What follows belongs to an exercise in optimizing a design on an open flow for small area, a short achievable clock period and few clock cycles per item; a production flow would make more cautious choices.
In this exercise RTL edits were held to simulation tests only and were not proved equivalent to the original.
Power and IR drop assume default switching activity.

[design/flow/config.mk]
export PLATFORM = sky130hd
export DESIGN_NAME = fpadd
export DESIGN_NICKNAME = fpadd
export VERILOG_FILES = /design/flow/design.v
export SDC_FILE = /design/flow/constraint.sdc
export NUM_CORES = 4
export LEC_CHECK = 0
export ABC_AREA = 1
export CAP_MARGIN = 20
export CORE_MARGIN = 2
export CORE_UTILIZATION = 65
export PLACE_DENSITY = 0.8
export SLEW_MARGIN = 20
[design/flow/standard.sh]
#!/bin/bash
# synth_recipe.tcl (not shown) runs the flow's synth.tcl, then flattens the netlist and writes it again
# the make line also repeats each setting of config.mk as NAME=value (left out here)
make -C /OpenROAD-flow-scripts/flow DESIGN_CONFIG=/design/flow/config.mk WORK_HOME=/design/flow/orfs CLKGATE_MAP_FILE= SYNTH_SCRIPT=/design/flow/synth_recipe.tcl "${@:-finish}"
[design/flow/constraint.sdc]
create_clock -name core_clock -period 8.0 [get_ports {clk}]
set_input_delay 1.6000 -clock core_clock [delete_from_list [all_inputs] [get_ports {clk}]]
set_output_delay 1.6000 -clock core_clock [all_outputs]
set_load 0.01 [all_outputs]
[design/flow/design.v]
module fpadd (
    clk, reset, start,
    a, b,
    sum,
    done
);
    input clk, reset, start;
    input [31:0] a, b;
    output [31:0] sum;
    output done;
    reg        done;
    reg [31:0] sum;
    wire [31:0] res;
    fpadd_comb u_comb (.a(a), .b(b), .y(res));
    always @(posedge clk) begin
        if (reset)
            done <= 1'b0;
        else if (start)
            done <= 1'b1;
        if (start)
            sum <= res;
    end
endmodule
module pfx_add #(parameter W = 24) (
    input  [W-1:0] x,
    input  [W-1:0] y,
    input          cin,
    output [W-1:0] s,
    output         cout
);
    localparam L = (W >= 32) ? 6 : (W >= 16) ? 5 : (W >= 8) ? 4 : (W >= 4) ? 3 : (W >= 2) ? 2 : 1;
    wire [W:0] g [0:L];
    wire [W:0] p [0:L];
    assign g[0] = {x & y, cin};
    assign p[0] = {x ^ y, 1'b0};
    genvar l, i;
    generate
        for (l = 0; l < L; l = l + 1) begin : lev
            for (i = 0; i <= W; i = i + 1) begin : bt
                if ((i >> l) & 1) begin : comb
                    localparam integer J = ((i >> l) << l) - 1;
                    assign g[l+1][i] = g[l][i] | (p[l][i] & g[l][J]);
                    assign p[l+1][i] = p[l][i] & p[l][J];
                end else begin : pass
                    assign g[l+1][i] = g[l][i];
                    assign p[l+1][i] = p[l][i];
                end
            end
        end
    endgenerate
    assign s    = p[0][W:1] ^ g[L][W-1:0];
    assign cout = g[L][W];
endmodule
module lzc32 (
    input  [31:0] x,
    output [4:0]  cnt,
    output        nz
);
    wire [15:0] v1;
    wire [15:0] c1;
    genvar i;
    generate
        for (i = 0; i < 16; i = i + 1) begin : l1
            assign v1[i] = x[2*i+1] | x[2*i];
            assign c1[i] = ~x[2*i+1];
        end
    endgenerate
    wire [7:0]  v2;
    wire [15:0] c2;
    generate
        for (i = 0; i < 8; i = i + 1) begin : l2
            assign v2[i] = v1[2*i+1] | v1[2*i];
            assign c2[2*i+1:2*i] = v1[2*i+1] ? {1'b0, c1[2*i+1]} : {1'b1, c1[2*i]};
        end
    endgenerate
    wire [3:0]  v3;
    wire [11:0] c3;
    generate
        for (i = 0; i < 4; i = i + 1) begin : l3
            assign v3[i] = v2[2*i+1] | v2[2*i];
            assign c3[3*i+2:3*i] = v2[2*i+1] ? {1'b0, c2[4*i+3:4*i+2]} : {1'b1, c2[4*i+1:4*i]};
        end
    endgenerate
    wire [1:0]  v4;
    wire [7:0]  c4;
    generate
        for (i = 0; i < 2; i = i + 1) begin : l4
            assign v4[i] = v3[2*i+1] | v3[2*i];
            assign c4[4*i+3:4*i] = v3[2*i+1] ? {1'b0, c3[6*i+5:6*i+3]} : {1'b1, c3[6*i+2:6*i]};
        end
    endgenerate
    assign nz  = v4[1] | v4[0];
    assign cnt = v4[1] ? {1'b0, c4[7:4]} : {1'b1, c4[3:0]};
endmodule
module fpadd_comb (
    input  [31:0] a,
    input  [31:0] b,
    output [31:0] y
);
    wire [7:0]  ea = a[30:23];
    wire [7:0]  eb = b[30:23];
    wire        sa = a[31];
    wire        sb = b[31];
    wire        a_inf  = &ea;
    wire        b_inf  = &eb;
    wire        a_zero = ~|a[30:0];
    wire        b_zero = ~|b[30:0];
    wire        pick_a = a_inf | (~b_inf & b_zero);
    wire        pick_b = ~a_inf & (b_inf | (~b_zero & a_zero));
    wire        pick   = pick_a | pick_b;
    wire [7:0]  dab, dba;
    wire        a_ge, b_ge;
    pfx_add #(8) u_dab (.x(ea), .y(~eb), .cin(1'b1), .s(dab), .cout(a_ge));
    pfx_add #(8) u_dba (.x(eb), .y(~ea), .cin(1'b1), .s(dba), .cout(b_ge));
    wire        e_eq = (ea == eb);
    wire [30:0] c_unused;
    wire        mag_ge;
    pfx_add #(31) u_cmp (.x(a[30:0]), .y(~b[30:0]), .cin(1'b1), .s(c_unused), .cout(mag_ge));
    wire        swap = pick ? pick_b : ~mag_ge;    
    wire [7:0]  d    = mag_ge ? dab : dba;
    wire        sub  = (sa ^ sb) & ~pick;
    wire        d01  = e_eq | (dab == 8'd1) | (dba == 8'd1);
    wire        near = sub & d01;
    wire [23:0] Ml = swap ? {1'b1, b[22:0]} : {1'b1, a[22:0]};
    wire [23:0] Ms = swap ? {1'b1, a[22:0]} : {1'b1, b[22:0]};
    wire        sL = swap ? sb : sa;
    wire        sS = swap ? sa : sb;
    wire [7:0]  eL = swap ? eb : ea;
    wire        big = |d[7:5];                     
    wire        kill = big | pick;
    wire [23:0] r4  = d[4] ? {16'd0, Ms[23:16]} : Ms;
    wire        k4  = d[4] & (|Ms[15:0]);
    wire [23:0] r3  = d[3] ? {8'd0, r4[23:8]} : r4;
    wire        k3  = d[3] & (|r4[7:0]);
    wire [23:0] r2  = d[2] ? {4'd0, r3[23:4]} : r3;
    wire        k2  = d[2] & (|r3[3:0]);
    wire [23:0] r1  = d[1] ? {2'd0, r2[23:2]} : r2;
    wire        k1  = d[1] & (|r2[1:0]);
    wire [23:0] Fs  = d[0] ? {1'd0, r1[23:1]} : r1;
    wire        k0  = d[0] & r1[0];
    wire        st_f = big | k4 | k3 | k2 | k1 | k0;
    wire        n_d1 = ea[0] ^ eb[0];              
    wire [23:0] nF  = n_d1 ? {1'b0, Ms[23:1]} : Ms;
    wire        st_n = n_d1 & Ms[0];
    wire [23:0] F   = near ? nF : (kill ? 24'd0 : Fs);
    wire        c   = sS & ~pick & (near ? st_n : st_f);
    wire [24:0] Fx  = sub ? ~{1'b0, F} : {1'b0, F};
    wire [24:0] R;
    wire        R_co;
    pfx_add #(25) u_add (.x({1'b0, Ml}), .y(Fx), .cin(sub ^ c), .s(R), .cout(R_co));
    wire [7:0]  eL_p = eL + 8'd1;
    wire [7:0]  eL_m = eL - 8'd1;
    wire [7:0]  fe  = R[24] ? eL_p : R[23] ? eL : eL_m;
    wire [22:0] fm  = R[24] ? R[23:1] : R[23] ? R[22:0] : {R[21:0], 1'b0};
    wire [4:0]  lz;
    wire        n_nz;
    lzc32 u_lzc (.x({R[23:0], 8'd0}), .cnt(lz), .nz(n_nz));
    wire [23:0] s1  = lz[4] ? {R[7:0], 16'd0} : R[23:0];
    wire [23:0] s2  = lz[3] ? {s1[15:0], 8'd0} : s1;
    wire [23:0] s3  = lz[2] ? {s2[19:0], 4'd0} : s2;
    wire [23:0] s4  = lz[1] ? {s3[21:0], 2'd0} : s3;
    wire [22:0] nm  = lz[0] ? {s4[21:0], 1'b0} : s4[22:0];
    wire [7:0]  ne  = n_nz ? eL - {3'd0, lz} : 8'd0;
    assign y = near ? {sL & n_nz, ne, nm} : {sL, fe, fm};
endmodule
[design/flow/flow/run.sh]
#!/bin/bash
# The standard layout, with two changes:
# - Yosys's full/half-adder extraction is turned off (ADDER_MAP_FILE empty) so
#   that ABC maps the adders and comparators as plain gates. Synthesis is
#   otherwise the standard one, so the registers keep the standard
#   synthesis's names and cell types.
# - every input and output port still gets a buffer, but a plain buf_2 rather
#   than the default pick (a slow delay buffer).
set -euo pipefail
bash standard.sh ADDER_MAP_FILE= "BUFFER_PORTS_ARGS=-buffer_cell sky130_fd_sc_hd__buf_2" finish > make_finish.log 2>&1
==> out/qor.yml, run 1 <==
vias_per_cell: 6.06
yosysTopAreaCellShare_pct: 26.3
first_global_vias: 10399
cellPowerDensity_nw_per_um2: 230
cp_max_fo: 50
syn_to_final_growth_pct: 8.34
grt_max_degree: 51
period_minus_slack_ps: 7450
clk_pin_slew_ps: 60
fin_util_pct: 72.0
slowest_delay_ps: 360
setup_tns_ps: 0
die_y_um: 120
ios: 100
cp-end-kind: "flip-flop"
grt_first_pass_wirelength_um: 48300
core_um2: 13200
cts_sinks: 33
clk_latency_ps: 280
outcome: "finished clean"
dr.pass1.iters: 8
ys.flop_type: "edfxtp_1"
worstReg2RegStart: "done"
cp-startpoint: "b[14]"
cts_setup_buffers: 0
overflow: 0
synth_warnings: 4
wl_per_cell_um: 15.1
maxSlewHeadroom_pct: 43.2
numPortBuffers: 99
dpl.hpwl_um: 23800
rsz0062_at_grt: "false"
synth_top_family_by_area: "simple AND/OR/NAND/NOR gates"
cts_buffers: 5
dp.cells: 1936
crit_path_top_delay_cell: "buf_4"
hold_slack_ps: 481
crit_buf_inv: 7
cp_data_required_time_ps: 8010
nets: 1834
syn_avg_cell_area_um2: 5.16
slew_violations: 0
synthXorXnorAreaFrac_pct: 2.90
fill_cells: 1218
dp_slack_ps: 183
ys_ff_latch: 33
cts_tree: "yes"
cts_resized: 0
drtAntennaViolNets: 0
synth_area_um2: 8760
synthAdderAreaFrac_pct: 0
synth-edff-count: 32
syn_nets: 1764
cts_hold_buf: 0
post-route-period-util_pct: 93.1
antennaDiodeCount: 0
crit_type: "primary input to flip-flop"
synth_compound_area_share_pct: 15.7
cap_violations: 0
critical_path.top_delay_family: "simple AND/OR/NAND/NOR gates"
fin_skew_ps: 0
start_util_pct: 66.4
hold_class: "flip-flop to flip-flop"
tightest_slew_ps: 851
setup_viol: 0
num_rows: 42
synthMuxAreaShare_pct: 0.114
die_x_um: 120
leakage_nw: 5.08
p_total_mw: 2.19
drive_gt1_share_pct: 12.8
seq_area_frac_synth_pct: 11.2
routed_wirelength_um: 29400
cp-start-kind: "primary input"
drcViolationCount: 0
reg2reg_slack_ps: 7420
yosysTopAreaCell: "nand2_1"
cp.arrival_ps: 7460
root_buffer: "clkbuf_16"
cts-root-to-sink-buffers: 2
synthSimpleGateAreaFrac_pct: 57.7
gp_congestion: 1.06
hold_violations: 0
irDropWorstVdd_v: 0.000130
grt_antenna_before_repair: 0
synth.area.top_cells: "nand2_1 26%, nand3_1 15%, edfxtp_1 11%"
synthCells: 1697
crit_top_cell: "nand2_1"
setup_slack_ps: 554
fin_cells: 1944
min_from: "done"
die-area_um2: 14400
vias: 11783
yosysUniqueCellTypes: 50
drtIter0Drc: 1513
post_dp_cell_area_um2: 9320
stdcell_area_um2: 9490
synthArstFlopShare_pct: 0
grtUsageTotal_pct: 40.6
clock.fmax_mhz: 134
cts_max_level: 2
==> final timing paths <==
kind         endpoint  depth (start not counted)
max            sum[6]                         43
min              done                          2
max reg2reg      done                          2
min reg2reg      done                          2
==> Yosys cell counts (all sizes together), types with 2 or more instances <==
master	count
a21boi	4
nand4	42
or2	14
o211ai	21
clkbuf	22
nand3	268
o21ai	136
nand3b	9
a211oi	2
a31oi	6
nand2	651
inv	198
o22ai	14
xor2	28
nor2	124
nor3	13
buf	35
edfxtp	32
clkinv	4
a22oi	2
o221ai	4
o21a	4
nor4	9
a21oi	46
==> sequential cells by signal, summed over array words and instances, names as in the netlist <==
name and count:
sum 32, done 1
==> where the power goes <==
part	switching (mW)	leakage [nW]	internal (mW)
logic	1.19	4.69	0.529
clock network	0.0763	0.0696	0.114
registers	0.0113	0.322	0.267
==> logic make-up after synthesis <==
kind of cell | after synthesis
buffers and inverters | 259
multiplexers | 1
flip-flops | 33
XOR/XNOR | 29
AO/OA/AOI/OAI | 243
AND/OR/NAND/NOR | 1132
==> cell usage in the layout (no fill, tap or decap), types with 5 or more instances in the layout <==
cell       netlist  final
nor3_1          13     13
nand4_1         42     42
nor2_1         106    106
inv_1          174    174
o22ai_1         14     14
nor2_4           4      7
xor2_1          28     28
a21oi_1         42     42
nand3b_1         9      9
or2_1           10     10
nand2_2         29     30
buf_2           18     99
o21ai_0         96     96
buf_4            9     20
inv_2           24     24
nor2_2          12      9
nor4_1           9      9
nand2_4          8      9
edfxtp_1        32     32
a31oi_1          6      6
nand2_1        614    612
nand3_1        263    263
o21ai_1         38     38
nand3_2          5      5
clkbuf_16        0      5
o211ai_1        21     21
==> worst reg2reg max path, stage by stage, from the launching register on <==
cell and delay, ps:
dfxtp_1 300, nor2_1 110, nor2_1 60
==> layer usage <==
metal | GRT usage [%] | vias up | wire, um
met5 | 0 | - | 0
met4 | 25.1 | 0 | 2020
met3 | 4.61 | 170 | 2590
met2 | 67.6 | 749 | 13400
met1 | 49.8 | 5106 | 11400
li1 | - | 5758 | -
==> cell type report <==
cell class / instances / area (um^2) / area share, %
flip-flops and latches: 33 / 981 / 10.3
well taps: 176 / 220 / 2.32
clock buffers: 5 / 125 / 1.32
multi-input cells: 1405 / 6720 / 70.8
inverters: 202 / 764 / 8.05
repair buffers: 120 / 666 / 7.01
clock inverters: 3 / 17.5 / 0.185
Testbench counts, summed over its fixed seeds: cycles 2,408, items 2,400.
==> run 2, diff against run 1 <==
--- a/design/flow/config.mk
+++ b/design/flow/config.mk
@@ -10,4 +10,5 @@
 export CORE_MARGIN = 2
 export CORE_UTILIZATION = 65
 export PLACE_DENSITY = 0.8
+export SETUP_SLACK_MARGIN = 0.5
 export SLEW_MARGIN = 20
==> out/qor.yml, run 2 <==
dpl.hpwl_um: 23800  # unchanged
period_minus_slack_ps: 7120  # -331 ps
reg_top3: "sum (32), done (1)"
synthCells: 1697  # unchanged
nets: 1851  # +0.93%
antennaDiodeCount: 0  # unchanged
cp.arrival_ps: 7220  # -240 ps
holdPathStages: 2  # unchanged
setup_viol: 0  # unchanged
post-route-period-util_pct: 88.9  # -4.1 points
syn_avg_cell_area_um2: 5.16  # unchanged
gp_congestion: 1.06  # unchanged
numPortBuffers: 99  # unchanged
syn_to_final_growth_pct: 11.8
synthXorXnorAreaFrac_pct: 2.90  # unchanged
outcome: "finished clean"
clk_latency_ps: 290  # about the same
cellPowerDensity_nw_per_um2: 229  # -0.56%
cp-start-kind: "primary input"
grt_max_degree: 51  # unchanged
drtAntennaViolNets: 0  # unchanged
irDropWorstVdd_v: 0.000131  # +1.1%
regMostFlops: "sum"
fin_util_pct: 74.3  # +2.3 points
tightest_slew_ps: 862  # +10.8 ps
seq_area_frac_synth_pct: 11.2  # unchanged
die_x_um: 120  # unchanged
clk_pin_slew_ps: 50  # about the same
cts-root-to-sink-buffers: 2  # unchanged
synthMuxAreaShare_pct: 0.114  # unchanged
largest_register_ffs: 32  # unchanged
rsz0062_at_grt: "false"
drive_gt1_share_pct: 14.5  # +1.7 points
crit_top_cell: "nand2_1"
final_common_cell: "nand2_1"
ys_ff_latch: 33  # unchanged
hold_class: "flip-flop to flip-flop"
start_util_pct: 66.4  # unchanged
drtIter0Drc: 1616  # +6.8%
synth-edff-count: 32  # unchanged
synth_area_um2: 8760  # unchanged
cp_data_required_time_ps: 8110  # +100 ps
slowest_delay_ps: 560  # +200 ps
syn_nets: 1764  # unchanged
synthArstFlopShare_pct: 0  # unchanged
cap_violations: 0  # unchanged
cp-end-kind: "flip-flop"
num_rows: 42  # unchanged
drcViolationCount: 0  # unchanged
synthSimpleGateAreaFrac_pct: 57.7  # unchanged
synth_most_common_cell: "nand2_1"
cts_sinks: 33  # unchanged
synth_warnings: 4  # unchanged
fin_skew_ps: 0  # unchanged
root_buffer: "clkbuf_16"
cp_max_fo: 40  # -20%
ys.flop_type: "edfxtp_1"
ios: 100  # unchanged
synth.area.top_cells: "nand2_1 26%, nand3_1 15%, edfxtp_1 11%"
yosysTopAreaCell: "nand2_1"
grt_first_pass_wirelength_um: 48300  # unchanged
first_global_vias: 10399  # unchanged
synth_compound_area_share_pct: 15.7  # unchanged
grtUsageTotal_pct: 40.6  # unchanged
wl_per_cell_um: 15.6  # +3.1%
hold_violations: 0  # unchanged
clock.fmax_mhz: 141  # +4.6%
overflow: 0  # unchanged
dr.pass1.iters: 9  # +1
vias: 11922  # +1.2%
slew_violations: 0  # unchanged
vias_per_cell: 6.08  # +0.30%
yosysTopAreaCellShare_pct: 26.3  # unchanged
r2r_cells: 2  # unchanged
leakage_nw: 5.19  # +2.2%
grt_antenna_before_repair: 0  # unchanged
cts_buffers: 5  # unchanged
die_y_um: 120  # unchanged
die-area_um2: 14400  # unchanged
fill_cells: 1174  # -3.6%
routed_wirelength_um: 30500  # +4.0%
cts_hold_buf: 0  # unchanged
setup_tns_ps: 0  # unchanged
crit_path_top_delay_cell: "nor4_1"
layout_common_cells: "606 x nand2_1, 260 x nand3_1, 173 x inv_1"
cts_tree: "yes"
synth_common_cells: "614 x nand2_1, 263 x nand3_1, 174 x inv_1"
maxSlewHeadroom_pct: 42.5  # -0.72 points
core_um2: 13200  # unchanged
crit_type: "primary input to flip-flop"
cts_max_level: 2  # unchanged
synthAdderAreaFrac_pct: 0  # unchanged
synth_top_family_by_area: "simple AND/OR/NAND/NOR gates"
yosysUniqueCellTypes: 50  # unchanged
==> run 2: cell counts after synthesis <==
Identical to the previous run, type by type.
==> run 2: per-layer routing <==
layer  vias up  GRT usage [%]  wire [um]
li1       5785              -          -
met1      5147           49.8      11400
met2       803           67.6      14000
met3       187           4.61       2950
met4         0           25.1       2170
met5         -              0          0
==> run 2: per-stage QoR <==
stage                     worst slack [ps]  std cells  power (mW)  cell area (um^2)  hold slack [ps]
after global routing                   408       1961        2.43              9800              516
after CTS                              621       1944        2.12              9470              492
after global placement                 237       1935        1.91              9320              444
final                                  884       1961        2.24              9800              481
after floorplan                       2030       1697        1.51              8760              503
after detailed placement               183       1936        1.93              9320              479
==> run 2: worst max-delay path: cells and delay by family <==
kind                   cells  cell delay (ps)
and+or+nand+nor           28             4060
buffers and inverters      5              870
AOI/OAI and AO/OA          4              670
==> run 2: cell type report <==
class | count | area (um^2) | area share, %
Inverter | 202 | 774 | 7.90
Clock buffer | 5 | 125 | 1.28
Tap cell | 176 | 220 | 2.25
Timing Repair inverter | 1 | 7.51 | 0.0766
Timing Repair Buffer | 135 | 832 | 8.49
Clock inverter | 3 | 17.5 | 0.179
Multi-Input combinational cell | 1406 | 6840 | 69.8
Sequential cell | 33 | 981 | 10.0
==> run 2: cells by family (layout without fill, tap and decap cells) <==
logic type | Yosys count | in the layout
flops | 33 | 33
compound gates | 243 | 243
simple gates | 1132 | 1133
mux | 1 | 1
buf+inv | 259 | 346
xor+xnor | 29 | 29
==> run 2: final timing paths <==
| check | from | to | slack (ps) |
|---|---|---|---|
| setup / recovery | b[6] | sum[1] | 880 |
| hold / removal | done | done | 480 |
| setup reg to reg | done | done | 7420 |
| hold reg to reg | done | done | 480 |
==> run 2: power breakdown <==
group	leakage [nW]	internal, mW	switching [mW]
logic	4.80	0.556	1.22
registers	0.322	0.267	0.0114
clock network	0.0696	0.114	0.0770
total	5.19	0.937	1.31
==> run 2: timing repair <==
| action | 4_1_cts | 5_1_grt |
|---|---|---|
| endpoints found under the setup margin | 4 | 30 |
| buffers inserted | 0 | 14 |
| gates resized for setup | 1 | 39 |
| pin swaps | 0 | 10 |
| cloned | 0 | 3 |
==> run 3, diff against run 2 <==
--- a/design/flow/config.mk
+++ b/design/flow/config.mk
@@ -10,5 +10,5 @@
 export CORE_MARGIN = 2
 export CORE_UTILIZATION = 65
 export PLACE_DENSITY = 0.8
-export SETUP_SLACK_MARGIN = 0.5
+export SETUP_SLACK_MARGIN = 1.0
 export SLEW_MARGIN = 20
==> out/qor.yml, run 3 <==
core_um2: 13200  # unchanged
numPortBuffers: 99  # unchanged
crit_type: "primary input to flip-flop"
routed_wirelength_um: 37100  # +22%
leakage_nw: 5.67  # +9.2%
ys.flop_type: "edfxtp_1"
yosysUniqueCellTypes: 50  # unchanged
final_common_cell: "nand2_1"
antennaDiodeCount: 0  # unchanged
syn_to_final_growth_pct: 26.2
grtUsageTotal_pct: 40.8  # +0.27 points
worstReg2RegStart: "done"
cts_max_level: 2  # unchanged
ios: 100  # unchanged
slew_violations: 0  # unchanged
synth_warnings: 4  # unchanged
cp-startpoint: "b[28]"
irDropWorstVdd_v: 0.000118  # -10%
cts_tree: "yes"
setup_viol: 0  # unchanged
hold_class: "flip-flop to flip-flop"
syn_avg_cell_area_um2: 5.16  # unchanged
die_x_um: 120  # unchanged
fin_skew_ps: 0  # unchanged
drcViolationCount: 0  # unchanged
grt_max_degree: 51  # unchanged
grt_first_pass_wirelength_um: 48700  # +0.71%
clk_pin_slew_ps: 60  # about the same
seq_area_frac_synth_pct: 11.2  # unchanged
drtAntennaViolNets: 0  # unchanged
rsz0062_at_grt: "false"
dr.pass1.iters: 17  # +8
post-route-period-util_pct: 89.8  # +0.83 points
reg_top3: "sum (32), done (1)"
cp-end-kind: "flip-flop"
dpl.hpwl_um: 23800  # unchanged
vias_per_cell: 6.65  # +9.4%
cp_data_required_time_ps: 8030  # -80 ps
ys_ff_latch: 33  # unchanged
hold_violations: 0  # unchanged
vias: 13424  # +13%
cp-start-kind: "primary input"
setup_slack_ps: 817  # -66.6 ps
synthArstFlopShare_pct: 0  # unchanged
wl_per_cell_um: 18.4  # +18%
root_buffer: "clkbuf_16"
nets: 1908  # +3.1%
drive_gt1_share_pct: 24.7  # +10 points
synth-edff-count: 32  # unchanged
regMostFlops: "sum"
yosysTopAreaCellShare_pct: 26.3  # unchanged
dp_slack_ps: 183  # unchanged
crit_path_top_delay_cell: "mux2i_1"
layout_common_cells: "540 x nand2_1, 228 x nand3_1, 167 x inv_1"
tightest_slew_ps: 893  # +31.1 ps
start_util_pct: 66.4  # unchanged
clock.fmax_mhz: 139  # -0.93%
crit_top_cell: "nand2_1"
cellPowerDensity_nw_per_um2: 234  # +2.3%
setup_tns_ps: 0  # unchanged
overflow: 0  # unchanged
num_rows: 42  # unchanged
drtIter0Drc: 2422  # +50%
cap_violations: 0  # unchanged
syn_nets: 1764  # unchanged
slowest_delay_ps: 230  # -330 ps
synth_area_um2: 8760  # unchanged
synth_most_common_cell: "nand2_1"
die-area_um2: 14400  # unchanged
cts_sinks: 33  # unchanged
clk_latency_ps: 300  # about the same
synth.area.top_cells: "nand2_1 26%, nand3_1 15%, edfxtp_1 11%"
maxSlewHeadroom_pct: 39.8  # -2.6 points
cts-root-to-sink-buffers: 2  # unchanged
gp_congestion: 1.06  # unchanged
die_y_um: 120  # unchanged
first_global_vias: 10473  # +0.71%
grt_antenna_before_repair: 0  # unchanged
cp.arrival_ps: 7220  # about the same
synth_common_cells: "614 x nand2_1, 263 x nand3_1, 174 x inv_1"
cp_max_fo: 18  # -55%
largest_register_ffs: 32  # unchanged
period_minus_slack_ps: 7180  # +66.6 ps
synthCells: 1697  # unchanged
min_from: "done"
outcome: "finished clean"
cts_buffers: 5  # unchanged
yosysTopAreaCell: "nand2_1"
==> run 3: cell counts after synthesis <==
No cell type changed its count.
==> run 3: logic make-up (layout without fill, tap and decap cells) <==
| kind of cell | Yosys count | count (layout) | share of synthesized area (%) |
|---|---|---|---|
| AO/OA/AOI/OAI | 243 | 243 | 15.7 |
| XOR/XNOR | 29 | 29 | 2.90 |
| buffers and inverters | 259 | 401 | 12.4 |
| flip-flops | 33 | 33 | 11.2 |
| multiplexers | 1 | 1 | 0.114 |
| AND/OR/NAND/NOR | 1132 | 1135 | 57.7 |
==> run 3: per-layer routing <==
metal / wire length, um / global-route usage, % / up-vias
li1: - / - / 5915
met1: 12300 / 50.0 / 5728
met2: 16300 / 68.0 / 1310
met3: 4630 / 4.18 / 471
met4: 3960 / 26.6 / 0
met5: 0 / 0 / -
==> run 3: area by class of cell <==
class	count	area (um^2)
clock buffer	5	125
fill	895	2140
timing repair buffer	189	1380
clock inverter	3	17.5
inverter	202	798
timing repair inverter	2	15.0
sequential	33	981
multi-input combinational	1408	7520
tap	176	220
==> run 3: metrics by stage <==
step                total power, mW  util, %  hold WS [ps]  instances  instance area (um^2)
floorplan                      1.51        -           503       1697                  8760
global placement               1.91     70.6           444       1935                  9320
detailed placement             1.93     70.7           479       1936                  9320
CTS                            2.13     72.6           492       1948                  9570
global route                   2.76     83.8           516       2018                 11100
finish                         2.59     83.8           484       2018                 11100
==> run 3: power by group <==
part	switching [mW]	total [mW]	internal (mW)
registers	0.0113	0.278	0.267
logic	1.42	2.12	0.691
clock network	0.0815	0.196	0.114
total	1.52	2.59	1.07
==> run 3: worst paths after layout <==
check            end  slack (ps)  cells past startpoint
max          sum[22]         820                     48
min             done         480                      2
max reg2reg     done        7420                      2
min reg2reg     done         480                      2
==> run 3: repair_timing <==
action                     CTS  global route
resized for setup           16           225
setup buffers                3            59
cloned                       1            11
setup endpoints to repair   30            31
pin swaps                    3            65
hold buffers                 0             0
==> run 3: worst max-delay path, delay by kind of cell <==
family	cells	cell delay, ps
muxes	1	230
AOI/OAI and AO/OA	3	410
buffers and inverters	8	940
and+or+nand+nor	36	4020
==> run 4, diff against run 3 <==
--- a/design/flow/design.v
+++ b/design/flow/design.v
@@ -9,16 +9,25 @@
     output [31:0] sum;
     output done;
     reg        done;
-    reg [31:0] sum;
-    wire [31:0] res;
-    fpadd_comb u_comb (.a(a), .b(b), .y(res));
+    wire [24:0] R_d;
+    wire [7:0]  eL_d;
+    wire        sL_d, near_d;
+    reg  [24:0] R_q;
+    reg  [7:0]  eL_q;
+    reg         sL_q, near_q;
+    fpadd_front u_front (.a(a), .b(b), .R(R_d), .eL(eL_d), .sL(sL_d), .near(near_d));
+    fpadd_back  u_back  (.R(R_q), .eL(eL_q), .sL(sL_q), .near(near_q), .y(sum));
     always @(posedge clk) begin
         if (reset)
             done <= 1'b0;
         else if (start)
             done <= 1'b1;
-        if (start)
-            sum <= res;
+        if (start) begin
+            R_q    <= R_d;
+            eL_q   <= eL_d;
+            sL_q   <= sL_d;
+            near_q <= near_d;
+        end
     end
 endmodule
 module pfx_add #(parameter W = 24) (
@@ -92,10 +101,13 @@
     assign nz  = v4[1] | v4[0];
     assign cnt = v4[1] ? {1'b0, c4[7:4]} : {1'b1, c4[3:0]};
 endmodule
-module fpadd_comb (
+module fpadd_front (
     input  [31:0] a,
     input  [31:0] b,
-    output [31:0] y
+    output [24:0] R,
+    output [7:0]  eL,
+    output        sL,
+    output        near
 );
     wire [7:0]  ea = a[30:23];
     wire [7:0]  eb = b[30:23];
@@ -120,12 +132,12 @@
     wire [7:0]  d    = mag_ge ? dab : dba;
     wire        sub  = (sa ^ sb) & ~pick;
     wire        d01  = e_eq | (dab == 8'd1) | (dba == 8'd1);
-    wire        near = sub & d01;
+    assign      near = sub & d01;
     wire [23:0] Ml = swap ? {1'b1, b[22:0]} : {1'b1, a[22:0]};
     wire [23:0] Ms = swap ? {1'b1, a[22:0]} : {1'b1, b[22:0]};
-    wire        sL = swap ? sb : sa;
+    assign      sL = swap ? sb : sa;
     wire        sS = swap ? sa : sb;
-    wire [7:0]  eL = swap ? eb : ea;
+    assign      eL = swap ? eb : ea;
     wire        big = |d[7:5];                     
     wire        kill = big | pick;
     wire [23:0] r4  = d[4] ? {16'd0, Ms[23:16]} : Ms;
@@ -145,9 +157,16 @@
     wire [23:0] F   = near ? nF : (kill ? 24'd0 : Fs);
     wire        c   = sS & ~pick & (near ? st_n : st_f);
     wire [24:0] Fx  = sub ? ~{1'b0, F} : {1'b0, F};
-    wire [24:0] R;
     wire        R_co;
     pfx_add #(25) u_add (.x({1'b0, Ml}), .y(Fx), .cin(sub ^ c), .s(R), .cout(R_co));
+endmodule
+module fpadd_back (
+    input  [24:0] R,
+    input  [7:0]  eL,
+    input         sL,
+    input         near,
+    output [31:0] y
+);
     wire [7:0]  eL_p = eL + 8'd1;
     wire [7:0]  eL_m = eL - 8'd1;
     wire [7:0]  fe  = R[24] ? eL_p : R[23] ? eL : eL_m;
--- a/design/flow/config.mk
+++ b/design/flow/config.mk
@@ -10,5 +10,4 @@
 export CORE_MARGIN = 2
 export CORE_UTILIZATION = 65
 export PLACE_DENSITY = 0.8
-export SETUP_SLACK_MARGIN = 1.0
 export SLEW_MARGIN = 20
==> out/qor.yml, run 4 <==
outcome: "finished clean"
drcViolationCount: 0  # unchanged
start_util_pct: 66.0  # -0.42 points
ys_ff_latch: 36  # +9.1%
core_um2: 12500  # -5.1%
fin_cells: 1785  # -12%
cap_violations: 0  # unchanged
ios: 100  # unchanged
dr_wl_met2_um: 12300  # -24%
seqCellArea_um2: 1070  # +9.2%
cp-start-kind: "flip-flop"
fill_cells: 1256  # +40%
setup_tns_ps: 0  # unchanged
seq_area_frac_synth_pct: 13.0  # +1.8 points
reg_top3: "R_q (25), eL_q (8)"
die-area_um2: 13600  # -5.5%
clk_latency_ps: 280  # -20 ps
synth.area.top_cells: "nand2_1 25%, edfxtp_1 13%, nand3_1 9.8%"
yosysTopAreaCell: "nand2_1"
cp_data_required_time_ps: 6400  # -1630 ps
hold_violations: 0  # unchanged
ys.flop_type: "edfxtp_1"
clock.fmax_mhz: 147  # +5.9%
synthArstFlopShare_pct: 0  # unchanged
drtAntennaViolNets: 0  # unchanged
hold_class: "flip-flop to flip-flop"
first_global_vias: 9216  # -12%
synth_area_um2: 8260  # -5.7%
routed_wirelength_um: 26200  # -29%
regMostFlops: "R_q"
maxSlewHeadroom_pct: 28.9  # -11 points
cts_sinks: 36  # +9.1%
grt_first_pass_wirelength_um: 42000  # -14%
die_x_um: 117  # -2.8%
synth_most_common_cell: "nand2_1"
post-route-period-util_pct: 84.8  # -5.0 points
syn_avg_cell_area_um2: 5.32  # +3.0%
vias: 10635  # -21%
synthCells: 1554  # -8.4%
numPortBuffers: 99  # unchanged
gp_congestion: 1.03  # -3.2%
dp.cells: 1777  # -8.2%
cts_setup_buffers: 0  # -3
grtUsageTotal_pct: 37.8  # -3.1 points
layout_common_cells: "541 x nand2_1, 180 x inv_1, 160 x nand3_1"
crit_type: "flip-flop to output pin"
drive_gt1_share_pct: 11.4  # -13 points
cts-root-to-sink-buffers: 2  # unchanged
antennaDiodeCount: 0  # unchanged
period_minus_slack_ps: 6780  # -401 ps
hold_slack_ps: 486  # +2.32 ps
rsz0062_at_grt: "false"
fin_util_pct: 71.3  # -12 points
cp.arrival_ps: 5180  # -2040 ps
dr.pass1.iters: 6  # -11
stdcell_area_um2: 8930  # -19%
grt_antenna_before_repair: 0  # unchanged
irDropWorstVdd_v: 0.0000891  # -24%
largest_register_ffs: 25  # -22%
setup_viol: 0  # unchanged
met3_wirelength_um: 1810  # -61%
grt_max_degree: 46  # -9.8%
cts_buffers: 5  # unchanged
overflow: 0  # unchanged
dpl.hpwl_um: 21000  # -12%
synth_common_cells: "541 x nand2_1, 180 x inv_1, 161 x nand3_1"
synth-edff-count: 35  # +9.4%
slew_violations: 0  # unchanged
cp_max_fo: 23  # +5
multi_input_area_um2: 6190  # -18%
cts_resized: 0  # -16
tightest_slew_ps: 1060  # +169 ps
nets: 1679  # -12%
num_rows: 41  # -2.4%
cp-end-kind: "output pin"
post_dp_cell_area_um2: 8750  # -6.1%
cts_max_level: 2  # unchanged
drtIter0Drc: 1247  # -49%
syn_to_final_growth_pct: 8.09
met1_length_um: 10800  # -12%
syn_nets: 1621  # -8.1%
final_common_cell: "nand2_1"
clk_pin_slew_ps: 60  # about the same
root_buffer: "clkbuf_16"
leakage_nw: 4.69  # -17%
die_y_um: 117  # -2.8%
vias_per_cell: 5.96  # -10%
fin_skew_ps: 0  # unchanged
cts_tree: "yes"
synth_warnings: 4  # unchanged
yosysTopAreaCellShare_pct: 24.6  # -1.7 points
cellPowerDensity_nw_per_um2: 216  # -7.6%
yosysUniqueCellTypes: 58  # +16%
cts_hold_buf: 0  # unchanged
highest_layer: "met4"
wl_per_cell_um: 14.7  # -20%
[run 4: where the power goes]
group	total, mW	internal, mW	switching [mW]
Combinational	1.35	0.449	0.902
Sequential	0.356	0.285	0.0709
Clock	0.225	0.146	0.0783
Total	1.93	0.881	1.05
[run 4: cell families after synthesis]
kind of cell	Yosys count	share of synthesized area [%]
muxes	2	0.242
buffers and inverters	253	12.4
DFF	36	13.0
xor gates and xnor gates	32	3.39
and+or+nand+nor	955	50.4
AOI/OAI and AO/OA	276	20.6
[run 4: layout make-up]
class	instances	share of cell area (%)
Multi-Input combinational cell	1265	69.3
Sequential cell	36	12.0
Inverter	201	8.53
Timing Repair Buffer	103	5.88
Tap cell	172	2.41
Clock buffer	5	1.40
Clock inverter	3	0.476
[run 4: worst paths after layout]
check             depth (start not counted)  slack [ps]     from      end
setup / recovery                         26        1220  R_q[23]  sum[30]
hold / removal                            2         490     done     done
setup reg to reg                          2        7440     done     done
hold reg to reg                           2         490     done     done
[run 4: worst max-delay path: stages (launching register included)]
cell      delay (ps)
edfxtp_1         530
nor2_1           140
inv_1             80
nor3_1           330
nand2_1          210
clkinv_1         320
nand2_1          310
inv_1            320
nand2_1           80
nand2_1          470
inv_1             80
buf_4            230
nor2_1           130
inv_1             50
nand2_1           70
a21oi_1           60
nor2_1           120
or2_2            130
nand2_1           60
nand2_1           60
inv_1             50
nor2_1           250
inv_1             70
nor3_1           280
xnor2_1          110
o21ai_0          150
buf_2            160
[run 4: metal layers]
layer | GRT usage, % | vias to the layer above
met2 | 66.2 | 533
met5 | 0 | -
met3 | 4.41 | 111
met1 | 45.5 | 4713
met4 | 19.5 | 0
li1 | - | 5278
[run 4: stage by stage]
stage	power, mW	setup slack [ps]
5_1_grt	2.10	537
3_3_place_gp	1.63	1250
4_1_cts	1.89	1310
3_5_place_dp	1.66	1150
6_report	1.93	1220
2_1_floorplan	1.34	3180
Testbench counts of run 4, summed over its fixed seeds: cycles 2,408, items 2,400.
==> run 5, diff against run 4 <==
--- a/design/flow/config.mk
+++ b/design/flow/config.mk
@@ -8,6 +8,7 @@
 export ABC_AREA = 1
 export CAP_MARGIN = 20
 export CORE_MARGIN = 2
-export CORE_UTILIZATION = 65
-export PLACE_DENSITY = 0.8
+export CORE_UTILIZATION = 60
+export PLACE_DENSITY = 0.75
+export SETUP_SLACK_MARGIN = 2.0
 export SLEW_MARGIN = 20
==> out/qor.yml, run 5 <==
cts_sinks: 36  # unchanged
vias_per_cell: 5.85  # -1.9%
period_minus_slack_ps: 5750  # -1030 ps
numPortBuffers: 99  # unchanged
grt_max_degree: 45  # -2.2%
fill_cells: 1303  # +3.7%
dr.pass1.iters: 6  # unchanged
fin_skew_ps: 0  # unchanged
root_buffer: "clkbuf_16"
yosysUniqueCellTypes: 58  # unchanged
layout_common_cells: "539 x nand2_1, 178 x inv_1, 160 x nand3_1"
post-route-period-util_pct: 71.9  # -13 points
vias: 10594  # -0.39%
die_x_um: 121  # +3.9%
synth_common_cells: "541 x nand2_1, 180 x inv_1, 161 x nand3_1"
regMostFlops: "R_q"
num_rows: 42  # +2.4%
synth_most_common_cell: "nand2_1"
slew_violations: 0  # unchanged
cp_max_fo: 23  # unchanged
nets: 1703  # +1.4%
synth.area.top_cells: "nand2_1 25%, edfxtp_1 13%, nand3_1 9.8%"
die-area_um2: 14700  # +8.0%
tightest_slew_ps: 771  # -291 ps
maxSlewHeadroom_pct: 48.6  # +20 points
cp.arrival_ps: 4150  # -1030 ps
clk_pin_slew_ps: 50  # about the same
cap_violations: 0  # unchanged
first_global_vias: 8985  # -2.5%
rsz0062_at_grt: "false"
irDropWorstVdd_v: 0.0000845  # -5.2%
syn_avg_cell_area_um2: 5.32  # unchanged
drtAntennaViolNets: 0  # unchanged
synthArstFlopShare_pct: 0  # unchanged
ys.flop_type: "edfxtp_1"
leakage_nw: 4.80  # +2.5%
largest_register_ffs: 25  # unchanged
wl_per_cell_um: 14.6  # -0.75%
overflow: 0  # unchanged
cp_data_required_time_ps: 6400  # about the same
post_dp_cell_area_um2: 8780  # +0.31%
cp-startpoint: "R_q[19]"
setup_viol: 0  # unchanged
synth_warnings: 4  # unchanged
cp-end-kind: "output pin"
syn_nets: 1621  # unchanged
reg_top3: "R_q (25), eL_q (8)"
synthCells: 1554  # unchanged
syn_to_final_growth_pct: 11.0
stdcell_area_um2: 9170  # +2.7%
routed_wirelength_um: 26400  # +0.76%
grtUsageTotal_pct: 34.5  # -3.3 points
final_common_cell: "nand2_1"
synth-edff-count: 35  # unchanged
hold_class: "flip-flop to flip-flop"
gp_congestion: 0.998  # -2.9%
cellPowerDensity_nw_per_um2: 209  # -3.5%
cts_tree: "yes"
multi_input_area_um2: 6260  # +1.2%
seq_area_frac_synth_pct: 13.0  # unchanged
outcome: "finished clean"
start_util_pct: 61.9  # -4.1 points
cts_max_level: 2  # unchanged
ios: 100  # unchanged
cp-start-kind: "flip-flop"
drcViolationCount: 0  # unchanged
core_um2: 13300  # +6.6%
grt_first_pass_wirelength_um: 41800  # -0.46%
cts-root-to-sink-buffers: 2  # unchanged
setup_tns_ps: 0  # unchanged
synth_area_um2: 8260  # unchanged
grt_antenna_before_repair: 0  # unchanged
min_from: "done"
cts_buffers: 5  # unchanged
hold_violations: 0  # unchanged
cts_hold_buf: 0  # unchanged
drtIter0Drc: 1220  # -2.2%
die_y_um: 121  # +3.9%
yosysTopAreaCellShare_pct: 24.6  # unchanged
worstReg2RegStart: "done"
antennaDiodeCount: 0  # unchanged
p_total_mw: 1.91  # -0.90%
drive_gt1_share_pct: 13.1  # +1.7 points
dpl.hpwl_um: 21000  # +0.26%
yosysTopAreaCell: "nand2_1"
crit_type: "flip-flop to output pin"
ys_ff_latch: 36  # unchanged
clk_latency_ps: 280  # about the same
clock.fmax_mhz: 174  # +18%
seqCellArea_um2: 1070  # unchanged
## run 5: cell counts after synthesis
Identical to the previous run, type by type.
## run 5: metrics by stage
stage               hold slack (ps)  setup slack (ps)  std cells  utilization, %
finish                          461              2250       1812            68.7
floorplan                       503              3180       1554               -
global placement                447              1620       1784            65.8
CTS                             467              1990       1791            66.9
global route                    491              2000       1812            68.7
detailed placement              456              1520       1784            65.8
## run 5: timing repair
item,in CTS,in global routing
endpoints found under the hold margin,0,0
buffers inserted,0,17
gates cloned,0,3
pin swaps,0,3
endpoints found under the setup margin,17,24
gates resized for setup,7,14
## run 5: kinds of logic after synthesis
family | Yosys count | synth area share (%)
compound gates | 276 | 20.6
xor+xnor | 32 | 3.39
simple gates | 955 | 50.4
mux | 2 | 0.242
flops | 36 | 13.0
buf+inv | 253 | 12.4
## run 5: area by class of cell
type,instances,area share [%]
well taps,176,2.40
clock buffers,5,1.36
multi-input cells,1268,68.3
inverters,201,8.41
flip-flops and latches,36,11.7
clock inverters,2,0.0819
repair buffers,124,7.72
## run 5: final timing paths
kind / slack, ps / cells after the start / endpoint
worst max-delay path: 2250 / 26 / sum[30]
worst min register to register: 460 / 2 / done
worst min-delay path: 460 / 2 / done
worst max register to register: 7450 / 2 / done
## run 5: report_power, final
part	leakage [nW]	internal (mW)	switching, mW
Sequential	0.350	0.286	0.0691
Combinational	4.39	0.478	0.904
Clock	0.0648	0.111	0.0670
Total	4.80	0.875	1.04
## run 5: worst max-delay path, cell delays in order (launching register included)
cell and delay, ps:
edfxtp_1 480, nor2_1 140, inv_1 60, nor3_1 220, nand2_1 210, clkinv_4 170, nand2_2 160, inv_2 200
nand2_1 120, nand2_4 200, inv_1 70, buf_4 220, nor2_1 190, inv_1 70, nand2_1 70, a21oi_1 60
nor2_1 110, or2_2 130, nand2_1 60, nand2_1 60, inv_1 50, nor2_1 190, inv_1 80, nor3_2 180
xnor2_1 80, o21ai_0 130, buf_2 150
## run 5: metal layers
metal  up-vias  track usage (%)  wire length [um]  share of wire, %
met2       512             59.6             12300                47
met4         0             15.0              1190               4.5
met1      4662             43.8             11000                42
met5         -                0                 0                 0
li1       5349                -                 -                 -
met3        71             2.77              1860               7.1
==> run 6, diff against run 5 <==
--- a/design/flow/design.v
+++ b/design/flow/design.v
@@ -11,12 +11,12 @@
     reg        done;
     wire [24:0] R_d;
     wire [7:0]  eL_d;
-    wire        sL_d, near_d;
+    wire        sL_d;
     reg  [24:0] R_q;
     reg  [7:0]  eL_q;
-    reg         sL_q, near_q;
-    fpadd_front u_front (.a(a), .b(b), .R(R_d), .eL(eL_d), .sL(sL_d), .near(near_d));
-    fpadd_back  u_back  (.R(R_q), .eL(eL_q), .sL(sL_q), .near(near_q), .y(sum));
+    reg         sL_q;
+    fpadd_front u_front (.a(a), .b(b), .R(R_d), .eL(eL_d), .sL(sL_d));
+    fpadd_back  u_back  (.R(R_q), .eL(eL_q), .sL(sL_q), .y(sum));
     always @(posedge clk) begin
         if (reset)
             done <= 1'b0;
@@ -26,7 +26,6 @@
             R_q    <= R_d;
             eL_q   <= eL_d;
             sL_q   <= sL_d;
-            near_q <= near_d;
         end
     end
 endmodule
@@ -106,8 +105,7 @@
     input  [31:0] b,
     output [24:0] R,
     output [7:0]  eL,
-    output        sL,
-    output        near
+    output        sL
 );
     wire [7:0]  ea = a[30:23];
     wire [7:0]  eb = b[30:23];
@@ -132,7 +130,7 @@
     wire [7:0]  d    = mag_ge ? dab : dba;
     wire        sub  = (sa ^ sb) & ~pick;
     wire        d01  = e_eq | (dab == 8'd1) | (dba == 8'd1);
-    assign      near = sub & d01;
+    wire        near = sub & d01;
     wire [23:0] Ml = swap ? {1'b1, b[22:0]} : {1'b1, a[22:0]};
     wire [23:0] Ms = swap ? {1'b1, a[22:0]} : {1'b1, b[22:0]};
     assign      sL = swap ? sb : sa;
@@ -164,21 +162,16 @@
     input  [24:0] R,
     input  [7:0]  eL,
     input         sL,
-    input         near,
     output [31:0] y
 );
-    wire [7:0]  eL_p = eL + 8'd1;
-    wire [7:0]  eL_m = eL - 8'd1;
-    wire [7:0]  fe  = R[24] ? eL_p : R[23] ? eL : eL_m;
-    wire [22:0] fm  = R[24] ? R[23:1] : R[23] ? R[22:0] : {R[21:0], 1'b0};
     wire [4:0]  lz;
-    wire        n_nz;
-    lzc32 u_lzc (.x({R[23:0], 8'd0}), .cnt(lz), .nz(n_nz));
-    wire [23:0] s1  = lz[4] ? {R[7:0], 16'd0} : R[23:0];
-    wire [23:0] s2  = lz[3] ? {s1[15:0], 8'd0} : s1;
-    wire [23:0] s3  = lz[2] ? {s2[19:0], 4'd0} : s2;
-    wire [23:0] s4  = lz[1] ? {s3[21:0], 2'd0} : s3;
-    wire [22:0] nm  = lz[0] ? {s4[21:0], 1'b0} : s4[22:0];
-    wire [7:0]  ne  = n_nz ? eL - {3'd0, lz} : 8'd0;
-    assign y = near ? {sL & n_nz, ne, nm} : {sL, fe, fm};
+    wire        nz;
+    lzc32 u_lzc (.x({R, 7'd0}), .cnt(lz), .nz(nz));
+    wire [24:0] s1  = lz[4] ? {R[8:0], 16'd0} : R;
+    wire [24:0] s2  = lz[3] ? {s1[16:0], 8'd0} : s1;
+    wire [24:0] s3  = lz[2] ? {s2[20:0], 4'd0} : s2;
+    wire [24:0] s4  = lz[1] ? {s3[22:0], 2'd0} : s3;
+    wire [22:0] m   = lz[0] ? s4[22:0] : s4[23:1];
+    wire [7:0]  e   = eL + 8'd1 - {3'd0, lz};
+    assign y = nz ? {sL, e, m} : 32'd0;
 endmodule
==> out/qor.yml, run 6 <==
cts_buffers: 5  # unchanged
start_util_pct: 62.0  # +0.14 points
setup_tns_ps: 0  # unchanged
synthCells: 1496  # -3.7%
syn_nets: 1563  # -3.6%
gp_congestion: 0.981  # -1.7%
die_y_um: 119  # -2.2%
yosysTopAreaCell: "nand2_1"
die_x_um: 119  # -2.2%
cp-start-kind: "primary input"
vias: 9693  # -8.5%
met3_wirelength_um: 1480  # -21%
vias_per_cell: 5.58  # -4.6%
yosysUniqueCellTypes: 58  # unchanged
cts-root-to-sink-buffers: 2  # unchanged
synth-edff-count: 34  # -2.9%
maxSlewHeadroom_pct: 38.6  # -10 points
root_buffer: "clkbuf_16"
crit_path_top_delay_cell: "buf_4"
drcViolationCount: 0  # unchanged
setup_viol: 0  # unchanged
highest_layer: "met4"
layout_common_cells: "569 x nand2_1, 169 x inv_1, 143 x nand3_1"
worstReg2RegStart: "done"
crit_type: "primary input to flip-flop"
dp.cells: 1726  # -3.3%
hold_violations: 0  # unchanged
overflow: 0  # unchanged
p_total_mw: 1.83  # -4.4%
synth_area_um2: 7890  # -4.5%
tightest_slew_ps: 921  # +150 ps
ys.flop_type: "edfxtp_1"
cellPowerDensity_nw_per_um2: 212  # +1.7%
post-route-period-util_pct: 70.2  # -1.7 points
fin_util_pct: 67.8  # -0.89 points
hold_slack_ps: 473  # +11.8 ps
drtAntennaViolNets: 0  # unchanged
grt_antenna_before_repair: 0  # unchanged
clk_latency_ps: 280  # about the same
synth_most_common_cell: "nand2_1"
routed_wirelength_um: 24100  # -8.8%
yosysTopAreaCellShare_pct: 27.2  # +2.6 points
cp-end-kind: "flip-flop"
p_int_mw: 0.853  # -2.5%
fin_cells: 1737  # -4.1%
irDropWorstVdd_v: 0.0000868  # +2.6%
p_sw_mw: 0.978  # -5.9%
grt_first_pass_wirelength_um: 38800  # -7.3%
seq_area_frac_synth_pct: 13.2  # +0.23 points
reg_top3: "R_q (25), eL_q (8)"
cts_hold_buf: 0  # unchanged
cp_max_fo: 27  # +17%
cap_violations: 0  # unchanged
syn_avg_cell_area_um2: 5.28  # -0.76%
ys_ff_latch: 35  # -2.8%
cts_tree: "yes"
first_global_vias: 8414  # -6.4%
cp_data_required_time_ps: 8040  # +1640 ps
outcome: "finished clean"
seqPwrFrac_pct: 18.0  # -0.5 points
die-area_um2: 14100  # -4.3%
final_common_cell: "nand2_1"
leakage_nw: 4.66  # -3.0%
min_from: "done"
nets: 1631  # -4.2%
dpl.hpwl_um: 19300  # -8.3%
dr_wl_met2_um: 11500  # -6.7%
synth_common_cells: "571 x nand2_1, 169 x inv_1, 143 x nand3_1"
num_rows: 41  # -2.4%
power.share.switching_pct: 53.4  # -0.89 points
wl_per_cell_um: 13.8  # -4.9%
grt_max_degree: 54  # +20%
dr.pass1.iters: 8  # +2
numPortBuffers: 99  # unchanged
critical_path.top_delay_family: "simple AND/OR/NAND/NOR gates"
slowest_delay_ps: 320  # -160 ps
cts_sinks: 35  # -2.8%
clock.fmax_mhz: 178  # +2.4%
cts_max_level: 2  # unchanged
core_um2: 12700  # -4.7%
comb_power_share_pct: 70.0  # -2.2 points
cp.arrival_ps: 5660  # +1510 ps
hold_class: "flip-flop to flip-flop"
synthArstFlopShare_pct: 0  # unchanged
cp-startpoint: "b[26]"
regMostFlops: "R_q"
slew_violations: 0  # unchanged
clk_pin_slew_ps: 50  # about the same
synth_warnings: 4  # unchanged
met1_length_um: 10300  # -7.0%
syn_to_final_growth_pct: 9.27
p_clk_share_pct: 12.0  # +2.7 points
rsz0062_at_grt: "false"
largest_register_ffs: 25  # unchanged
antennaDiodeCount: 0  # unchanged
drive_gt1_share_pct: 14.3  # +1.2 points
fin_skew_ps: 0  # unchanged
period_minus_slack_ps: 5620  # -135 ps
crit_buf_inv: 4  # -5
drtIter0Drc: 860  # -30%
crit_top_cell: "nand2_1"
synth.area.top_cells: "nand2_1 27%, edfxtp_1 13%, nand3_1 9.1%"
ios: 100  # unchanged
grtUsageTotal_pct: 32.8  # -1.7 points
-- run 6: kinds of logic after synthesis --
logic type	Yosys count	synth area share, %
AO/OA/AOI/OAI	216	15.9
XOR/XNOR	35	4.06
buffers and inverters	237	12.3
flip-flops	35	13.2
multiplexers	1	0.127
AND/OR/NAND/NOR	972	54.4
-- run 6: tightest hold or removal path: stages (launching register included) --
cell	delay [ps]
dfxtp_1	320
nor2_1	40
nor2_1	70
-- run 6: final cells by class --
type / count / area, um^2
flip-flops and latches: 35 / 1040
clock inverters: 3 / 38.8
clock buffers: 5 / 125
fillers: 1257 / 4100
repair buffers: 105 / 541
inverters: 190 / 726
multi-input cells: 1227 / 5940
well taps: 172 / 215
-- run 6: through the flow --
step,instance area [um^2],worst slack [ps]
5_1_grt,8620,2010
4_1_cts,8580,2010
2_1_floorplan,7890,3270
3_3_place_gp,8410,1700
3_5_place_dp,8410,1690
6_report,8620,2380
-- run 6: worst paths after layout --
path	end	slack [ps]	depth (start not counted)
setup / recovery	R_q[20]	2380	33
hold reg to reg	done	470	2
setup reg to reg	done	7450	2
hold / removal	done	470	2
-- run 6: what timing repair did --
item,in CTS,in global routing
setup buffers,0,0
pin swaps,0,2
resized for setup,1,4
setup endpoints to repair,8,35
cloned,0,3
-- run 6: power groups by stage --
| stage | sequential [mW] | combinational (mW) | clock, mW |
|---|---|---|---|
| after global routing | 0.335 | 1.44 | 0.225 |
| after detailed placement | 0.332 | 1.24 | 0 |
| final | 0.329 | 1.28 | 0.220 |
| after floorplan | 0.308 | 0.960 | 0 |
| after CTS | 0.328 | 1.25 | 0.219 |
| after global placement | 0.333 | 1.23 | 0 |
-- run 6: per-layer routing --
| metal | vias to the layer above | GRT usage (%) |
|---|---|---|
| met5 | - | 0 |
| li1 | 4970 | - |
| met3 | 63 | 1.88 |
| met4 | 0 | 12.4 |
| met2 | 421 | 58.0 |
| met1 | 4239 | 41.7 |
Testbench counts of run 6, summed over its fixed seeds: cycles 2,408, items 2,400.
==> run 7, diff against run 6 <==
--- a/design/flow/design.v
+++ b/design/flow/design.v
@@ -122,15 +122,12 @@
     wire        a_ge, b_ge;
     pfx_add #(8) u_dab (.x(ea), .y(~eb), .cin(1'b1), .s(dab), .cout(a_ge));
     pfx_add #(8) u_dba (.x(eb), .y(~ea), .cin(1'b1), .s(dba), .cout(b_ge));
-    wire        e_eq = (ea == eb);
     wire [30:0] c_unused;
     wire        mag_ge;
     pfx_add #(31) u_cmp (.x(a[30:0]), .y(~b[30:0]), .cin(1'b1), .s(c_unused), .cout(mag_ge));
     wire        swap = pick ? pick_b : ~mag_ge;    
     wire [7:0]  d    = mag_ge ? dab : dba;
     wire        sub  = (sa ^ sb) & ~pick;
-    wire        d01  = e_eq | (dab == 8'd1) | (dba == 8'd1);
-    wire        near = sub & d01;
     wire [23:0] Ml = swap ? {1'b1, b[22:0]} : {1'b1, a[22:0]};
     wire [23:0] Ms = swap ? {1'b1, a[22:0]} : {1'b1, b[22:0]};
     assign      sL = swap ? sb : sa;
@@ -149,11 +146,8 @@
     wire [23:0] Fs  = d[0] ? {1'd0, r1[23:1]} : r1;
     wire        k0  = d[0] & r1[0];
     wire        st_f = big | k4 | k3 | k2 | k1 | k0;
-    wire        n_d1 = ea[0] ^ eb[0];              
-    wire [23:0] nF  = n_d1 ? {1'b0, Ms[23:1]} : Ms;
-    wire        st_n = n_d1 & Ms[0];
-    wire [23:0] F   = near ? nF : (kill ? 24'd0 : Fs);
-    wire        c   = sS & ~pick & (near ? st_n : st_f);
+    wire [23:0] F   = kill ? 24'd0 : Fs;
+    wire        c   = sS & ~pick & st_f;
     wire [24:0] Fx  = sub ? ~{1'b0, F} : {1'b0, F};
     wire        R_co;
     pfx_add #(25) u_add (.x({1'b0, Ml}), .y(Fx), .cin(sub ^ c), .s(R), .cout(R_co));
--- a/design/flow/config.mk
+++ b/design/flow/config.mk
@@ -10,5 +10,5 @@
 export CORE_MARGIN = 2
 export CORE_UTILIZATION = 60
 export PLACE_DENSITY = 0.75
-export SETUP_SLACK_MARGIN = 2.0
+export SETUP_SLACK_MARGIN = 3.0
 export SLEW_MARGIN = 20
==> out/qor.yml, run 7 <==
outcome: "stopped before the end"
lastStage: "global routing (5_1_grt)"
error: "[ERROR GRT-0232] Routing congestion too high. Check the congestion heatmap in the GUI."
cts-root-to-sink-buffers: 2  # unchanged
die_y_um: 118  # -0.85%
synth.area.top_cells: "nand2_1 30%, edfxtp_1 13%, nand3_1 8.8%"
synth_warnings: 4  # unchanged
die_x_um: 118  # -0.85%
synthAdderAreaFrac_pct: 0  # unchanged
synth_most_common_cell: "nand2_1"
gp_congestion: 1.06  # +8.1%
root_buffer: "clkbuf_16"
numPortBuffers: 99  # unchanged
ios: 100  # unchanged
seq_area_frac_synth_pct: 13.4  # +0.24 points
yosysTopAreaCell: "nand2_1"
synthArstFlopShare_pct: 0  # unchanged
yosysTopAreaCellShare_pct: 30.1  # +3.0 points
synthMuxAreaShare_pct: 0.258  # +0.13 points
synth_common_cells: "622 x nand2_1, 165 x inv_1, 136 x nand3_1"
syn_avg_cell_area_um2: 5.16  # -2.2%
syn_nets: 1570  # +0.45%
overflow: 15
cts_hold_buf: 0  # unchanged
worst-ep-kind: "register input"
start_util_pct: 61.4  # -0.60 points
yosysUniqueCellTypes: 51  # -12%
num_rows: 41  # unchanged
cts_max_level: 2  # unchanged
synth_compound_area_share_pct: 15.2  # -0.70 points
synth-edff-count: 34  # unchanged
grt_max_degree: 36
synthXorXnorAreaFrac_pct: 5.03  # +0.98 points
synth_area_um2: 7750  # -1.8%
ys.flop_type: "edfxtp_1"
dpl.hpwl_um: 18800  # -2.3%
dp_slack_ps: 1620  # -68.1 ps
synthSimpleGateAreaFrac_pct: 53.8  # -0.65 points
cts_buffers: 5  # unchanged
grt_worst_setup_endpoint: "R_q[23]$_DFFE_PP_/D"
cts_sinks: 35  # unchanged
synth_top_family_by_area: "simple AND/OR/NAND/NOR gates"
ys_ff_latch: 35  # unchanged
grtUsageTotal_pct: 70.9
synthCells: 1503  # +0.47%
==> run 7: cell types whose count changed after synthesis, moves of 5 or more <==
cell	change
nand2_1	+51
nand2_2	-13
o21ai_0	-13
nand3_1	-7
nand2_4	-6
o21ai_1	+6
a21oi_1	+5
nor2_4	-5
==> run 7: power by group through the flow <==
stage	clock network [mW]	registers, mW	logic [mW]
3_3_place_gp	0	0.323	1.20
3_5_place_dp	0	0.322	1.21
4_1_cts	0.224	0.323	1.39
2_1_floorplan	0	0.303	0.933
==> run 7: worst max path at each step <==
stage / endpoint / slack (ps)
floorplan: R_q[18] / 3220
global placement: R_q[18] / 1700
detailed placement: R_q[21] / 1620
CTS: R_q[17] / 3000
==> run 7: logic make-up after synthesis <==
kind of cell | after synthesis
AO/OA/AOI/OAI | 207
XOR/XNOR | 43
buffers and inverters | 234
flip-flops | 35
multiplexers | 2
AND/OR/NAND/NOR | 982
==> run 7: per-stage QoR <==
stage / std cells / utilization, % / cell area, um^2
after floorplan: 1503 / - / 7750
after global placement: 1733 / 65.6 / 8280
after detailed placement: 1733 / 65.6 / 8280
after CTS: 1810 / 76.4 / 9640
==> run 7: layer usage <==
layer / global-route usage (%) / GRT overflow
met2: 90.0 / 4
met4: 67.9 / 10
met5: 18.8 / 0
met1: 71.4 / 0
met3: 53.4 / 1
==> run 7: what timing repair did <==
action	4_1_cts
endpoints found under the setup margin	53
pin swaps	38
gates cloned	17
buffers inserted	52
gates resized for setup	155
Testbench counts of run 7, summed over its fixed seeds: cycles 2,408, items 2,400.
==> run 8, diff against run 7 <==
--- a/design/flow/config.mk
+++ b/design/flow/config.mk
@@ -10,5 +10,5 @@
 export CORE_MARGIN = 2
 export CORE_UTILIZATION = 60
 export PLACE_DENSITY = 0.75
-export SETUP_SLACK_MARGIN = 3.0
+export SETUP_SLACK_MARGIN = 2.5
 export SLEW_MARGIN = 20
==> out/qor.yml, run 8 <==
leakage_nw: 4.95
multi_input_area_um2: 6140
post-route-period-util_pct: 66.5
drtIter0Drc: 1258
holdPathStages: 2
tightest_slew_ps: 762
yosysTopAreaCellShare_pct: 30.1  # unchanged
crit_type: "primary input to flip-flop"
die_y_um: 118  # unchanged
first_global_vias: 8522
setup_tns_ps: 0
setup_viol: 0
syn_avg_cell_area_um2: 5.16  # unchanged
num_rows: 41  # unchanged
ys_ff_latch: 35  # unchanged
largest_register_ffs: 25
synth-edff-count: 34  # unchanged
synth_warnings: 4  # unchanged
ios: 100  # unchanged
die_x_um: 118  # unchanged
syn_nets: 1570  # unchanged
comb_power_share_pct: 71.4
period_minus_slack_ps: 5320
yosysTopAreaCell: "nand2_1"
cp_max_fo: 8
min_from: "done"
syn_to_final_growth_pct: 18.8
cap_violations: 0
clock.fmax_mhz: 188
synth_common_cells: "622 x nand2_1, 165 x inv_1, 136 x nand3_1"
synth.area.top_cells: "nand2_1 30%, edfxtp_1 13%, nand3_1 8.8%"
grt_antenna_before_repair: 0
vias_per_cell: 5.73
root_buffer: "clkbuf_16"
worstReg2RegStart: "done"
rsz0062_at_grt: "false"
seqCellArea_um2: 1040
fill_cells: 1147
seqPwrFrac_pct: 16.9
cellPowerDensity_nw_per_um2: 207
vias: 10220
grtUsageTotal_pct: 33.8
final_common_cell: "nand2_1"
cp.arrival_ps: 5340
core_um2: 12600
cts_tree: "yes"
clk_pin_slew_ps: 60
synth_area_um2: 7750  # unchanged
p_int_mw: 0.897
antennaDiodeCount: 0
fin_skew_ps: 0
slowest_delay_ps: 380
wl_per_cell_um: 14.5
cts-root-to-sink-buffers: 2  # unchanged
ys.flop_type: "edfxtp_1"
drtAntennaViolNets: 0
regMostFlops: "R_q"
seq_area_frac_synth_pct: 13.4  # unchanged
p_sw_mw: 1.01
cp_data_required_time_ps: 8020
r2r_cells: 2
hold_class: "flip-flop to flip-flop"
hold_violations: 0
power.share.switching_pct: 53.0
start_util_pct: 61.4  # unchanged
yosysUniqueCellTypes: 51  # unchanged
dr.pass1.iters: 6
crit_top_cell: "nand2_1"
drcViolationCount: 0
cts_hold_buf: 0  # unchanged
routed_wirelength_um: 25900
numPortBuffers: 99  # unchanged
p_clk_share_pct: 11.6
holdPathEnd: "done"
overflow: 0
drive_gt1_share_pct: 17.2
maxSlewHeadroom_pct: 48.7
synth_most_common_cell: "nand2_1"
gp_congestion: 1.06  # unchanged
crit_path_top_delay_cell: "o31ai_1"
r2r-end: "done"
cp-end-kind: "flip-flop"
cts_sinks: 35  # unchanged
p_total_mw: 1.91
synthArstFlopShare_pct: 0  # unchanged
cp-start-kind: "primary input"
synthCells: 1503  # unchanged
grt_max_degree: 43
outcome: "finished clean"
grt_first_pass_wirelength_um: 39600
irDropWorstVdd_v: 0.0000930
slew_violations: 0
hold_slack_ps: 496
nets: 1678
die-area_um2: 13800
cts_max_level: 2  # unchanged
reg_top3: "R_q (25), eL_q (8)"
reg2reg_slack_ps: 7430
cts_buffers: 5  # unchanged
clk_latency_ps: 280
layout_common_cells: "607 x nand2_1, 161 x inv_1, 132 x nand3_1"
dpl.hpwl_um: 18800  # unchanged
[run 8: cell counts after synthesis]
Identical to the previous run, type by type.
[run 8: worst max-delay path by stage]
| stage | from | endpoint | slack (ps) | cells past startpoint |
|---|---|---|---|---|
| 2_1_floorplan | b[28] | R_q[18] | 3220 | 33 |
| 3_3_place_gp | a[23] | R_q[18] | 1700 | 29 |
| 3_5_place_dp | b[23] | R_q[21] | 1620 | 30 |
| 4_1_cts | a[27] | R_q[23] | 2480 | 29 |
| 5_1_grt | b[24] | R_q[17] | 2410 | 37 |
| 6_report | b[22] | R_q[24] | 2680 | 30 |
[run 8: layer usage]
layer	part of all wire (%)	global-route usage, %
met4	6.3	17.1
met2	46	56.8
met5	0	0
met1	40	43.7
met3	7.7	2.47
[run 8: power by group through the flow]
| stage | Clock [mW] | Combinational [mW] | Sequential (mW) |
|---|---|---|---|
| after CTS | 0.224 | 1.25 | 0.319 |
| after global placement | 0 | 1.20 | 0.323 |
| after global routing | 0.230 | 1.52 | 0.330 |
| after detailed placement | 0 | 1.21 | 0.322 |
| after floorplan | 0 | 0.933 | 0.303 |
| final | 0.222 | 1.36 | 0.323 |
[run 8: cell families after synthesis]
logic type	count (synthesis)	synth area share, %
mux	2	0.258
buf+inv	234	12.3
xor+xnor	43	5.03
compound gates	207	15.2
simple gates	982	53.8
flops	35	13.4
[run 8: final cells by class]
class                   count  area share (%)
clock buffers               5            1.36
clock inverters             3           0.516
inverters                 185            7.86
multi-input cells        1241            66.6
flip-flops and latches     35            11.3
well taps                 172            2.34
repair buffers            140            9.76
repair inverters            3           0.244
[run 8: what timing repair did]
| action | CTS | global route |
|---|---|---|
| buffers inserted | 7 | 23 |
| gates resized for setup | 22 | 84 |
| setup endpoints to repair | 48 | 42 |
| gates cloned | 5 | 8 |
| pin swaps | 4 | 17 |
[run 8: per-stage QoR]
stage          instances  instance area (um^2)  setup slack (ps)  util [%]
6_report            1784                  9220              2680      73.0
5_1_grt             1784                  9220              2410      73.0
4_1_cts             1753                  8640              2480      68.4
3_5_place_dp        1733                  8280              1620      65.6
3_3_place_gp        1733                  8280              1700      65.6
2_1_floorplan       1503                  7750              3220         -
[run 8: worst max-delay path: cells and delay by family]
family                 cells  cell delay (ps)
AO/OA/AOI/OAI              4              820
buffers and inverters      7              800
AND/OR/NAND/NOR           18             1960
XOR/XNOR                   1              150

afterwards: timing with drivers on the ports:
In the flow no input, the clock included, has a driving cell. The finished layouts below were timed again as built, in two steps. Step 1 assumes that a clkbuf_16 drives the clock port and a buf_2 every other input. Step 2, shift: input delay + t, output delay - t, t = (earliest + latest rising clock arrival at the registers) / 2. This alone moves slack from input paths to output paths. Slacks: ideal ports / drivers / drivers and shift; pairs: ideal ports / drivers.
run | t (ns) | setup slack, ns | latest minus earliest clock arrival (ns) | worst slew at a driven data input, ns
run 1 | 0.320 | 0.554 / 0.568 / 0.248 | 0.007 / 0.008 | 0.03
run 2 | 0.325 | 0.884 / 0.905 / 0.580 | 0.007 / 0.007 | 0.03
run 3 | 0.339 | 0.817 / 0.841 / 0.502 | 0.010 / 0.010 | 0.03
run 4 | 0.320 | 1.219 / 1.184 / 1.000 | 0.004 / 0.005 | 0.04
run 5 | 0.310 | 2.249 / 2.216 / 2.116 | 0.003 / 0.003 | 0.04
run 6 | 0.321 | 2.384 / 2.382 / 2.075 | 0.010 / 0.009 | 0.04
run 8 | 0.314 | 2.678 / 2.683 / 2.369 | 0.009 / 0.008 | 0.05
After both steps setup and hold are still met in every run listed. The setup slack of run 3, which loses most, moves by +0.024 ns with the drivers and by -0.315 ns with both steps.
